What follows belongs to an exercise in optimizing a design on an open flow for small area and a short achievable clock period; a production flow would make more cautious choices.
Where RTL was checked, it was by simulation tests only, not by an equivalence proof against the original.
Power figures rest on the tool's default switching activity, not on a simulated workload.

==> inputs of sierra <==
Design ALU, start of the top module:
module ALU(
    input  [13:0] instruction,
    input  wire [19:0] A, B,
    input  cin, clk, rst,
    output reg [19:0] result,
    output wire [19:0] SX_flags,
    output wire reset,
    output reg carry_out,
    output wire halfword,
    output reg inc
);
==> module ALU, before the edit <==
module ALU(
    input  [13:0] instruction,
    input  wire [19:0] A, B,
    input  cin, clk, rst,
    output reg [19:0] result,
    output wire [19:0] SX_flags,
    output wire reset,
    output reg carry_out,
    output wire halfword,
    output reg inc
);
assign halfword = 1'b0;
assign reset    = 1'b0;
reg sx0, sx1, sx12;
assign SX_flags = {7'b0, sx12, 10'b0, sx1, sx0};
wire [13:0] I = instruction;
reg keep, valid;
always @* begin
    keep = 1'b0; valid = 1'b0;
    case (I)
    14'h000, 14'h015, 14'h029, 14'h03E, 14'h053, 14'h068,
    14'h1E2, 14'h1F7, 14'h20C, 14'h221, 14'h236,
    14'h24B, 14'h260, 14'h275, 14'h28A, 14'h29F, 14'h2B4,
    14'h2C9, 14'h2DE: keep = 1'b1;
    14'h092: begin keep = ~sx12; valid = sx12; end
    14'h07D, 14'h0A7, 14'h0BC, 14'h0D1, 14'h0E6,
    14'h0FB, 14'h110, 14'h125, 14'h13A,
    14'h164, 14'h179, 14'h18E, 14'h1A3, 14'h1B8, 14'h1CD: valid = 1'b1;
    default: ;
    endcase
end
wire d_trap = (I == 14'h000);
wire d_jmp  = (I == 14'h029);
wire d_eq   = (I == 14'h1E2);
wire d_gt   = (I == 14'h1F7);
wire d_lt   = (I == 14'h20C);
wire d_get  = (I == 14'h221);
wire d_let  = (I == 14'h236);
wire d_cy   = (I == 14'h1A3) | (I == 14'h1CD);    
wire useB = (~I[0] & I[1] & I[2]) | (~I[1] & ~I[8]) | (I[7] & I[8]);
wire invX = (I[0] & I[2]) | (~I[2] & I[3]) | (I[9]);
wire c0 = (~I[0] & ~I[1]) | (~I[3]) | (I[0] & ~I[5] & ~cin);
wire sa = (I[6] & I[8]) | (~I[0] & I[7] & I[8]);
wire ssh = (I[0] & I[1] & I[6]) | (~I[6] & ~I[7]);
wire tp = (~I[3] & I[7]);
wire tg = (~I[1] & I[7] & ~I[8]);
wire lstat = (~I[7] & ~I[8]);
wire xstat = (~I[0] & ~I[2] & ~I[8]);
wire addc = (~I[2] & ~I[4]);
wire left = (~I[0]);
wire rot = (I[5] & ~I[6]);
wire subc = (~I[1]);
wire [19:0] X = ({20{useB}} & B) ^ {20{invX}};
wire [19:0] p = A ^ X;
wire [19:0] g = A & X;
wire [20:0] pg0 = {g, c0};
wire [20:0] pp0 = {p, 1'b0};
wire [20:0] pg1, pp1, pg2, pp2, pg3, pp3, pg4, pp4, pg5, pp5;
genvar k;
generate for (k = 0; k < 21; k = k + 1) begin : g_pre
    if (k & 1)  begin assign pg1[k] = pg0[k] | pp0[k] & pg0[(k|0)-1];   assign pp1[k] = pp0[k] & pp0[(k|0)-1]; end
    else        begin assign pg1[k] = pg0[k]; assign pp1[k] = pp0[k]; end
    if (k & 2)  begin assign pg2[k] = pg1[k] | pp1[k] & pg1[(k|1)-2];   assign pp2[k] = pp1[k] & pp1[(k|1)-2]; end
    else        begin assign pg2[k] = pg1[k]; assign pp2[k] = pp1[k]; end
    if (k & 4)  begin assign pg3[k] = pg2[k] | pp2[k] & pg2[(k|3)-4];   assign pp3[k] = pp2[k] & pp2[(k|3)-4]; end
    else        begin assign pg3[k] = pg2[k]; assign pp3[k] = pp2[k]; end
    if (k & 8)  begin assign pg4[k] = pg3[k] | pp3[k] & pg3[(k|7)-8];   assign pp4[k] = pp3[k] & pp3[(k|7)-8]; end
    else        begin assign pg4[k] = pg3[k]; assign pp4[k] = pp3[k]; end
    if (k & 16) begin assign pg5[k] = pg4[k] | pp4[k] & pg4[(k|15)-16]; assign pp5[k] = pp4[k] & pp4[(k|15)-16]; end
    else        begin assign pg5[k] = pg4[k]; assign pp5[k] = pp4[k]; end
end endgenerate
wire [19:0] sum = p ^ pg5[19:0];    
wire ge = pg5[20];                  
wire eq = (A == B);
wire [4:0] s   = B[4:0];
wire [4:0] amt = s ^ {5{left}};
wire [19:0] a9 = left ? {A[8:0], A[19:9]} : A;
wire [19:0] r0 = amt[0] ? {a9[0],    a9[19:1]}  : a9;
wire [19:0] r1 = amt[1] ? {r0[1:0],  r0[19:2]}  : r0;
wire [19:0] r2 = amt[2] ? {r1[3:0],  r1[19:4]}  : r1;
wire [19:0] r3 = amt[3] ? {r2[7:0],  r2[19:8]}  : r2;
wire [19:0] r4 = amt[4] ? {r3[15:0], r3[19:16]} : r3;
wire bok = ssh & (B[19:5] == 15'b0);
wire [19:0] M;
genvar gi;
generate for (gi = 0; gi < 20; gi = gi + 1) begin : g_m
    assign M[gi] = bok & (rot ? (s <= 5'd20) : left ? (s <= gi) : (s <= 5'd19 - gi));
end endgenerate
wire [19:0] pl = {p[19:13], p[12] ^ xstat, p[11:2], p[1] ^ (xstat & sx1), p[0] ^ (xstat & sx0) ^ (addc & cin)};
wire [19:0] ls = {7'b0, lstat & sx12, 10'b0, lstat & sx1, lstat & sx0};
wire [19:0] op = ({20{sa}} & sum) | ({20{tp}} & pl) | ({20{tg}} & g) | (r4 & M) | ls;
wire [19:0] nres = ({20{keep}} & result) | ({20{valid}} & op);
always @(posedge clk or posedge rst) begin
    if (rst) begin
        result    <= 20'b0;
        carry_out <= 1'b0;
        inc       <= 1'b0;
        sx0       <= 1'b0;
        sx1       <= 1'b0;
        sx12      <= 1'b0;
    end else begin
        result <= nres;
        if (d_cy)
            carry_out <= ((A[0] ^ subc) & B[0]) | ((A[0] ^ subc) & cin) | (B[0] & cin);
        if (d_jmp)
            inc <= 1'b1;
        if (d_trap)
            sx12 <= 1'b1;
        if (d_eq | d_get | d_let)
            sx0 <= d_eq ? eq : d_get ? ge : (~ge | eq);
        if (d_gt | d_lt | d_get | d_let)
            sx1 <= d_gt ? (ge & ~eq) : d_let ? (~ge | eq) : ~ge;
    end
end
endmodule
Settings: LEC_CHECK=0, CAP_MARGIN=20, CORE_MARGIN=2, CORE_UTILIZATION=40, SETUP_SLACK_MARGIN=2.0, SLEW_MARGIN=20; clock period 6.0 ns.
standard.sh (not shown) runs the stock make flow with config.mk's settings and CLKGATE_MAP_FILE= SYNTH_SCRIPT=/design/flow/synth_recipe.tcl, a recipe that flattens the netlist after the stock synthesis.
==> flow/flow/run.sh <==
#!/bin/bash
# Layout: the standard flow (standard.sh) with
#  - its own synthesis script (flow/my_synth.tcl: same as synth_recipe.tcl, but
#    ABC maps with flow/abc.script, a delay-targeted mapping, and no full/half
#    adder cells are extracted), and
#  - small port buffers (buf_1) instead of the default delay-cell buffers;
#    every input and output port still gets its own buffer.
set -uo pipefail
HERE=$(pwd)
bash standard.sh SYNTH_SCRIPT=$HERE/flow/my_synth.tcl ADDER_MAP_FILE= \
  "BUFFER_PORTS_ARGS=-buffer_cell sky130_fd_sc_hd__buf_1" finish > flow_standard.log 2>&1
==> flow/flow/abc.script <==
strash
dch -f
map -D 1000
topo
buffer -c
upsize -D 1000
dnsize -D 1000
==> flow/flow/my_synth.tcl <==
# The standard flow's synthesis script (synth_recipe.tcl), except that ABC maps with
# abc.script beside this file (delay-targeted mapping) instead of ORFS's
# speed script. Registers are mapped exactly as in the standard synthesis.
set ::my_flow_dir [file dirname [file normalize [info script]]]
proc synth {args} { yosys synth -nofsm -noshare {*}$args }
proc abc {args} {
  set out {}
  set skip 0
  foreach a $args {
    if {$skip} { set skip 0; continue }
    if {$a eq "-script" || $a eq "-D"} { set skip 1; continue }
    lappend out $a
  }
  lappend out -script [file join $::my_flow_dir abc.script]
  puts "abc with [file join $::my_flow_dir abc.script]"
  yosys abc {*}$out
}
source $::env(SCRIPTS_DIR)/synth.tcl
# left out here: clear keep_hierarchy, flatten, clean up, hide names made inside functions, write 1_2_yosys.v
==> amber: changes against sierra <==
--- a/flow/design.v
+++ b/flow/design.v
@@ -15,7 +15,7 @@
 assign SX_flags = {7'b0, sx12, 10'b0, sx1, sx0};
 wire [13:0] I = instruction;
-reg keep, valid;
+reg keep, e_sum, e_p, e_g, e_sh, e_ls;
 always @* begin
-    keep = 1'b0; valid = 1'b0;
+    keep = 1'b0; e_sum = 1'b0; e_p = 1'b0; e_g = 1'b0; e_sh = 1'b0; e_ls = 1'b0;
     case (I)
     14'h000, 14'h015, 14'h029, 14'h03E, 14'h053, 14'h068,
@@ -23,8 +23,11 @@
     14'h24B, 14'h260, 14'h275, 14'h28A, 14'h29F, 14'h2B4,
     14'h2C9, 14'h2DE: keep = 1'b1;
-    14'h092: begin keep = ~sx12; valid = sx12; end
-    14'h07D, 14'h0A7, 14'h0BC, 14'h0D1, 14'h0E6,
-    14'h0FB, 14'h110, 14'h125, 14'h13A,
-    14'h164, 14'h179, 14'h18E, 14'h1A3, 14'h1B8, 14'h1CD: valid = 1'b1;
+    14'h092: begin keep = ~sx12; e_p = sx12; end            
+    14'h07D: e_ls = 1'b1;                                    
+    14'h0A7, 14'h0E6, 14'h1A3: e_p = 1'b1;                   
+    14'h0D1: begin e_p = 1'b1; e_g = 1'b1; end               
+    14'h0BC: e_g = 1'b1;                                     
+    14'h0FB, 14'h110, 14'h125, 14'h13A: e_sh = 1'b1;         
+    14'h164, 14'h179, 14'h18E, 14'h1B8, 14'h1CD: e_sum = 1'b1;
     default: ;
     endcase
@@ -39,11 +42,6 @@
 wire d_cy   = (I == 14'h1A3) | (I == 14'h1CD);    
 wire useB = (~I[0] & I[1] & I[2]) | (~I[1] & ~I[8]) | (I[7] & I[8]);
-wire invX = (I[0] & I[2]) | (~I[2] & I[3]) | (I[9]);
+wire invX = (I[0] & I[2]) | (~I[2] & I[3]) | (~I[0] & ~I[2] & ~I[4]) | (I[9]);
 wire c0 = (~I[0] & ~I[1]) | (~I[3]) | (I[0] & ~I[5] & ~cin);
-wire sa = (I[6] & I[8]) | (~I[0] & I[7] & I[8]);
-wire ssh = (I[0] & I[1] & I[6]) | (~I[6] & ~I[7]);
-wire tp = (~I[3] & I[7]);
-wire tg = (~I[1] & I[7] & ~I[8]);
-wire lstat = (~I[7] & ~I[8]);
 wire xstat = (~I[0] & ~I[2] & ~I[8]);
 wire addc = (~I[2] & ~I[4]);
@@ -72,14 +70,13 @@
 wire [19:0] sum = p ^ pg5[19:0];    
 wire ge = pg5[20];                  
-wire eq = (A == B);
+wire eq = &p;                      
 wire [4:0] s   = B[4:0];
-wire [4:0] amt = s ^ {5{left}};
-wire [19:0] a9 = left ? {A[8:0], A[19:9]} : A;
-wire [19:0] r0 = amt[0] ? {a9[0],    a9[19:1]}  : a9;
+wire [4:0] amt = left ? (5'd20 - s) : s;
+wire [19:0] r0 = amt[0] ? {A[0],     A[19:1]}   : A;
 wire [19:0] r1 = amt[1] ? {r0[1:0],  r0[19:2]}  : r0;
 wire [19:0] r2 = amt[2] ? {r1[3:0],  r1[19:4]}  : r1;
 wire [19:0] r3 = amt[3] ? {r2[7:0],  r2[19:8]}  : r2;
 wire [19:0] r4 = amt[4] ? {r3[15:0], r3[19:16]} : r3;
-wire bok = ssh & (B[19:5] == 15'b0);
+wire bok = e_sh & (B[19:5] == 15'b0);
 wire [19:0] M;
 genvar gi;
@@ -88,7 +85,7 @@
 end endgenerate
 wire [19:0] pl = {p[19:13], p[12] ^ xstat, p[11:2], p[1] ^ (xstat & sx1), p[0] ^ (xstat & sx0) ^ (addc & cin)};
-wire [19:0] ls = {7'b0, lstat & sx12, 10'b0, lstat & sx1, lstat & sx0};
-wire [19:0] op = ({20{sa}} & sum) | ({20{tp}} & pl) | ({20{tg}} & g) | (r4 & M) | ls;
-wire [19:0] nres = ({20{keep}} & result) | ({20{valid}} & op);
+wire [19:0] ls = {7'b0, sx12, 10'b0, sx1, sx0};
+wire [19:0] nres = ({20{keep}} & result) | ({20{e_sum}} & sum) | ({20{e_p}} & pl) |
+                   ({20{e_g}} & g) | (r4 & M) | ({20{e_ls}} & ls);
 always @(posedge clk or posedge rst) begin
     if (rst) begin
==> flow/flow/run.sh (replaced) <==
#!/bin/bash
# Layout: the standard flow (standard.sh) with
#  - its own synthesis script (flow/my_synth.tcl: same as synth_recipe.tcl, but
#    ABC maps with flow/abc.script, a delay-targeted mapping, and no full/half
#    adder cells are extracted),
#  - small port buffers (buf_1) instead of the default delay-cell buffers,
#    resized after global placement for the load each input port drives
#    (flow/post_gpl.tcl); every input and output port keeps its own buffer,
#  - one tie cell for the constant outputs.
set -uo pipefail
HERE=$(pwd)
bash standard.sh SYNTH_SCRIPT=$HERE/flow/my_synth.tcl ADDER_MAP_FILE= \
  "BUFFER_PORTS_ARGS=-buffer_cell sky130_fd_sc_hd__buf_1" \
  POST_GLOBAL_PLACE_TCL=$HERE/flow/post_gpl.tcl \
  SKIP_REPAIR_TIE_FANOUT=1 finish > flow_standard.log 2>&1
==> flow/flow/abc.script (replaced) <==
strash
dch -f
map -D 1500 -B 0.5
topo
buffer -c
upsize -D 1500
dnsize -D 1500
==> flow/flow/post_gpl.tcl (new file) <==
# Size each input port's buffer for the load it drives (buffer_ports puts the
# same small buffer on every port). Every port keeps exactly one buffer.
foreach inst [get_cells input*] {
  set master [get_property $inst ref_name]
  if {![string match "sky130_fd_sc_hd__buf_*" $master]} continue
  set net [get_nets -of_objects [get_pins [get_full_name $inst]/X]]
  set fo [llength [get_pins -of_objects $net -filter "direction == input"]]
  if {$fo >= 10} {
    set cell sky130_fd_sc_hd__buf_4
  } elseif {$fo >= 5} {
    set cell sky130_fd_sc_hd__buf_2
  } else {
    continue
  }
  puts "port buffer [get_full_name $inst]: fanout $fo, $master -> $cell"
  replace_cell [get_full_name $inst] $cell
}
- SETUP_SLACK_MARGIN: 2.0 -> 2.4
- TNS_END_PERCENT: default -> 20
==> pepper: changes against sierra <==
--- a/flow/design.v
+++ b/flow/design.v
@@ -74,7 +74,6 @@
 wire eq = (A == B);
 wire [4:0] s   = B[4:0];
-wire [4:0] amt = s ^ {5{left}};
-wire [19:0] a9 = left ? {A[8:0], A[19:9]} : A;
-wire [19:0] r0 = amt[0] ? {a9[0],    a9[19:1]}  : a9;
+wire [4:0] amt = left ? (5'd20 - s) : s;
+wire [19:0] r0 = amt[0] ? {A[0],     A[19:1]}   : A;
 wire [19:0] r1 = amt[1] ? {r0[1:0],  r0[19:2]}  : r0;
 wire [19:0] r2 = amt[2] ? {r1[3:0],  r1[19:4]}  : r1;
==> flow/run.sh (new file) <==
#!/bin/bash
# synth_recipe.tcl (not shown) runs the flow's synth.tcl, then flattens the netlist and writes it again
# the make line also repeats each setting of config.mk as NAME=value (left out here)
make -C /OpenROAD-flow-scripts/flow DESIGN_CONFIG=/design/flow/config.mk WORK_HOME=/design/flow/orfs CLKGATE_MAP_FILE= SYNTH_SCRIPT=/design/flow/synth_recipe.tcl finish
- CORE_UTILIZATION: 40 -> 60
- GPL_TIMING_DRIVEN: default -> 0
- SETUP_SLACK_MARGIN: 2.0 -> 3.0
removed: flow/flow/run.sh
removed: flow/flow/abc.script
removed: flow/flow/my_synth.tcl
removed: flow/standard.sh
==> indigo: changes against sierra <==
--- a/flow/design.v
+++ b/flow/design.v
@@ -15,7 +15,7 @@
 assign SX_flags = {7'b0, sx12, 10'b0, sx1, sx0};
 wire [13:0] I = instruction;
-reg keep, valid;
+reg keep, e_sum, e_p, e_g, e_sh, e_ls;
 always @* begin
-    keep = 1'b0; valid = 1'b0;
+    keep = 1'b0; e_sum = 1'b0; e_p = 1'b0; e_g = 1'b0; e_sh = 1'b0; e_ls = 1'b0;
     case (I)
     14'h000, 14'h015, 14'h029, 14'h03E, 14'h053, 14'h068,
@@ -23,8 +23,11 @@
     14'h24B, 14'h260, 14'h275, 14'h28A, 14'h29F, 14'h2B4,
     14'h2C9, 14'h2DE: keep = 1'b1;
-    14'h092: begin keep = ~sx12; valid = sx12; end
-    14'h07D, 14'h0A7, 14'h0BC, 14'h0D1, 14'h0E6,
-    14'h0FB, 14'h110, 14'h125, 14'h13A,
-    14'h164, 14'h179, 14'h18E, 14'h1A3, 14'h1B8, 14'h1CD: valid = 1'b1;
+    14'h092: begin keep = ~sx12; e_p = sx12; end            
+    14'h07D: e_ls = 1'b1;                                    
+    14'h0A7, 14'h0E6, 14'h1A3: e_p = 1'b1;                   
+    14'h0D1: begin e_p = 1'b1; e_g = 1'b1; end               
+    14'h0BC: e_g = 1'b1;                                     
+    14'h0FB, 14'h110, 14'h125, 14'h13A: e_sh = 1'b1;         
+    14'h164, 14'h179, 14'h18E, 14'h1B8, 14'h1CD: e_sum = 1'b1;
     default: ;
     endcase
@@ -39,11 +42,6 @@
 wire d_cy   = (I == 14'h1A3) | (I == 14'h1CD);    
 wire useB = (~I[0] & I[1] & I[2]) | (~I[1] & ~I[8]) | (I[7] & I[8]);
-wire invX = (I[0] & I[2]) | (~I[2] & I[3]) | (I[9]);
+wire invX = (I[0] & I[2]) | (~I[2] & I[3]) | (~I[0] & ~I[2] & ~I[4]) | (I[9]);
 wire c0 = (~I[0] & ~I[1]) | (~I[3]) | (I[0] & ~I[5] & ~cin);
-wire sa = (I[6] & I[8]) | (~I[0] & I[7] & I[8]);
-wire ssh = (I[0] & I[1] & I[6]) | (~I[6] & ~I[7]);
-wire tp = (~I[3] & I[7]);
-wire tg = (~I[1] & I[7] & ~I[8]);
-wire lstat = (~I[7] & ~I[8]);
 wire xstat = (~I[0] & ~I[2] & ~I[8]);
 wire addc = (~I[2] & ~I[4]);
@@ -72,14 +70,13 @@
 wire [19:0] sum = p ^ pg5[19:0];    
 wire ge = pg5[20];                  
-wire eq = (A == B);
+wire eq = &p;                      
 wire [4:0] s   = B[4:0];
-wire [4:0] amt = s ^ {5{left}};
-wire [19:0] a9 = left ? {A[8:0], A[19:9]} : A;
-wire [19:0] r0 = amt[0] ? {a9[0],    a9[19:1]}  : a9;
+wire [4:0] amt = left ? (5'd20 - s) : s;
+wire [19:0] r0 = amt[0] ? {A[0],     A[19:1]}   : A;
 wire [19:0] r1 = amt[1] ? {r0[1:0],  r0[19:2]}  : r0;
 wire [19:0] r2 = amt[2] ? {r1[3:0],  r1[19:4]}  : r1;
 wire [19:0] r3 = amt[3] ? {r2[7:0],  r2[19:8]}  : r2;
 wire [19:0] r4 = amt[4] ? {r3[15:0], r3[19:16]} : r3;
-wire bok = ssh & (B[19:5] == 15'b0);
+wire bok = e_sh & (B[19:5] == 15'b0);
 wire [19:0] M;
 genvar gi;
@@ -88,7 +85,7 @@
 end endgenerate
 wire [19:0] pl = {p[19:13], p[12] ^ xstat, p[11:2], p[1] ^ (xstat & sx1), p[0] ^ (xstat & sx0) ^ (addc & cin)};
-wire [19:0] ls = {7'b0, lstat & sx12, 10'b0, lstat & sx1, lstat & sx0};
-wire [19:0] op = ({20{sa}} & sum) | ({20{tp}} & pl) | ({20{tg}} & g) | (r4 & M) | ls;
-wire [19:0] nres = ({20{keep}} & result) | ({20{valid}} & op);
+wire [19:0] ls = {7'b0, sx12, 10'b0, sx1, sx0};
+wire [19:0] nres = ({20{keep}} & result) | ({20{e_sum}} & sum) | ({20{e_p}} & pl) |
+                   ({20{e_g}} & g) | (r4 & M) | ({20{e_ls}} & ls);
 always @(posedge clk or posedge rst) begin
     if (rst) begin
--- a/flow/flow/run.sh
+++ b/flow/flow/run.sh
@@ -9,3 +9,3 @@
 HERE=$(pwd)
 bash standard.sh SYNTH_SCRIPT=$HERE/flow/my_synth.tcl ADDER_MAP_FILE= \
-  "BUFFER_PORTS_ARGS=-buffer_cell sky130_fd_sc_hd__buf_1" finish > flow_standard.log 2>&1
+  "BUFFER_PORTS_ARGS=-buffer_cell sky130_fd_sc_hd__buf_1" SKIP_REPAIR_TIE_FANOUT=1 finish > flow_standard.log 2>&1
- CTS_BUF_LIST: default -> sky130_fd_sc_hd__clkbuf_8
- SETUP_SLACK_MARGIN: 2.0 -> 2.4
- TNS_END_PERCENT: default -> 20
==> qor summary <==
	amber	pepper	sierra	indigo
Number of fillers in the final layout	1475	-	1674	1445
Class of the most critical hold timing path	reg -> reg	-	reg -> reg	reg -> reg
Multi-input gate area in the final layout	4110 um2	-	4660 um2	4380 um2
Routed length per instance	17.3 um	-	19.2 um	19.6 um
Setup TNS Final	0 ns	-	0 ns	0 ns
Post-detail-place hpwl	15200 um	16000 um	19400 um	17500 um
Clk network pwr share	19.3%	-	15.6%	12.7%
Slew headroom	31.3%	-	41.1%	36.5%
Post-route insts no fill	1179	-	1291	1173
Run status	finished clean	did not finish	finished clean	finished clean
Stage where the flow stopped	-	5_1_grt	-	-
Hold violation total from the final report	0	-	0	0
Tightest Pin Transition	1.03 ns	-	0.878 ns	0.947 ns
Post-synthesis simple-gate area fraction	44.1%	18.9%	38.2%	40.3%
Start point of the critical path	instruction[0]	-	instruction[0]	instruction[0]
Most common cell after layout, fill and taps aside	sky130_fd_sc_hd__nand2_1	-	sky130_fd_sc_hd__nand2_1	sky130_fd_sc_hd__nand2_1
Leakage power	2.78 nW	-	2.81 nW	2.62 nW
Flip-flop and latch share of the layout cell area	10.4%	-	9.69%	10.2%
Final total power	0.827 mW	-	0.939 mW	0.815 mW
Share of the clock period used by the worst path	58.3%	-	66.0%	60.1%
Slowest library cell on the worst path	sky130_fd_sc_hd__a21oi_1	-	sky130_fd_sc_hd__a21boi_0	sky130_fd_sc_hd__o21ai_0
Fraction of area in multi-input gates	68.3%	-	72.2%	71.2%
Data required time at the worst endpoint	6.19 ns	-	6.12 ns	6.16 ns
Average size of a mapped cell	5.60 um2	7.83 um2	5.66 um2	5.73 um2
Number of max-cap violations	0	-	0	0
CP Data Arrival Time	3.69 ns	-	4.08 ns	3.76 ns
Final setup vio count	0	-	0	0
Violation count after the first detailed-routing iteration	792	-	1032	1019
No functional check of the RTL was part of sierra and pepper.

separate check: timing with driven ports:
The flow's constraints put no driver on any port. The routed layouts listed below were extracted and timed again, unchanged, in two steps. Step 1: set_driving_cell puts a clkbuf_16 on clk and a buf_2 on each other input, an assumption about the parent block. Step 2 adds t to the input delays and takes it off the output delays; t is the mean of the earliest and latest rising clock arrival at the registers after step 1. Input paths then give back, and output paths get back, about the clock's delay inside the block. Slacks: no drivers / after step 1 / after step 2; pairs: no drivers / after step 1.
run | shift t [ns] | slack for setup (ns) | hold WS [ns] | clock arrival spread, ns | pins driven straight from the clock port
sierra | 0.284 | 2.038 / 2.047 / 1.762 | 0.466 / 0.466 / 0.466 | 0.003 / 0.003 | 1
amber | 0.297 | 2.503 / 2.516 / 2.218 | 0.467 / 0.467 / 0.467 | 0.009 / 0.009 | 1
indigo | 0.298 | 2.393 / 2.396 / 2.097 | 0.469 / 0.469 / 0.469 | 0.015 / 0.015 | 1
After both steps setup and hold are still met in every run listed. For indigo, which loses most, drivers alone change the setup slack by +0.003 ns; drivers and shift together by -0.296 ns.
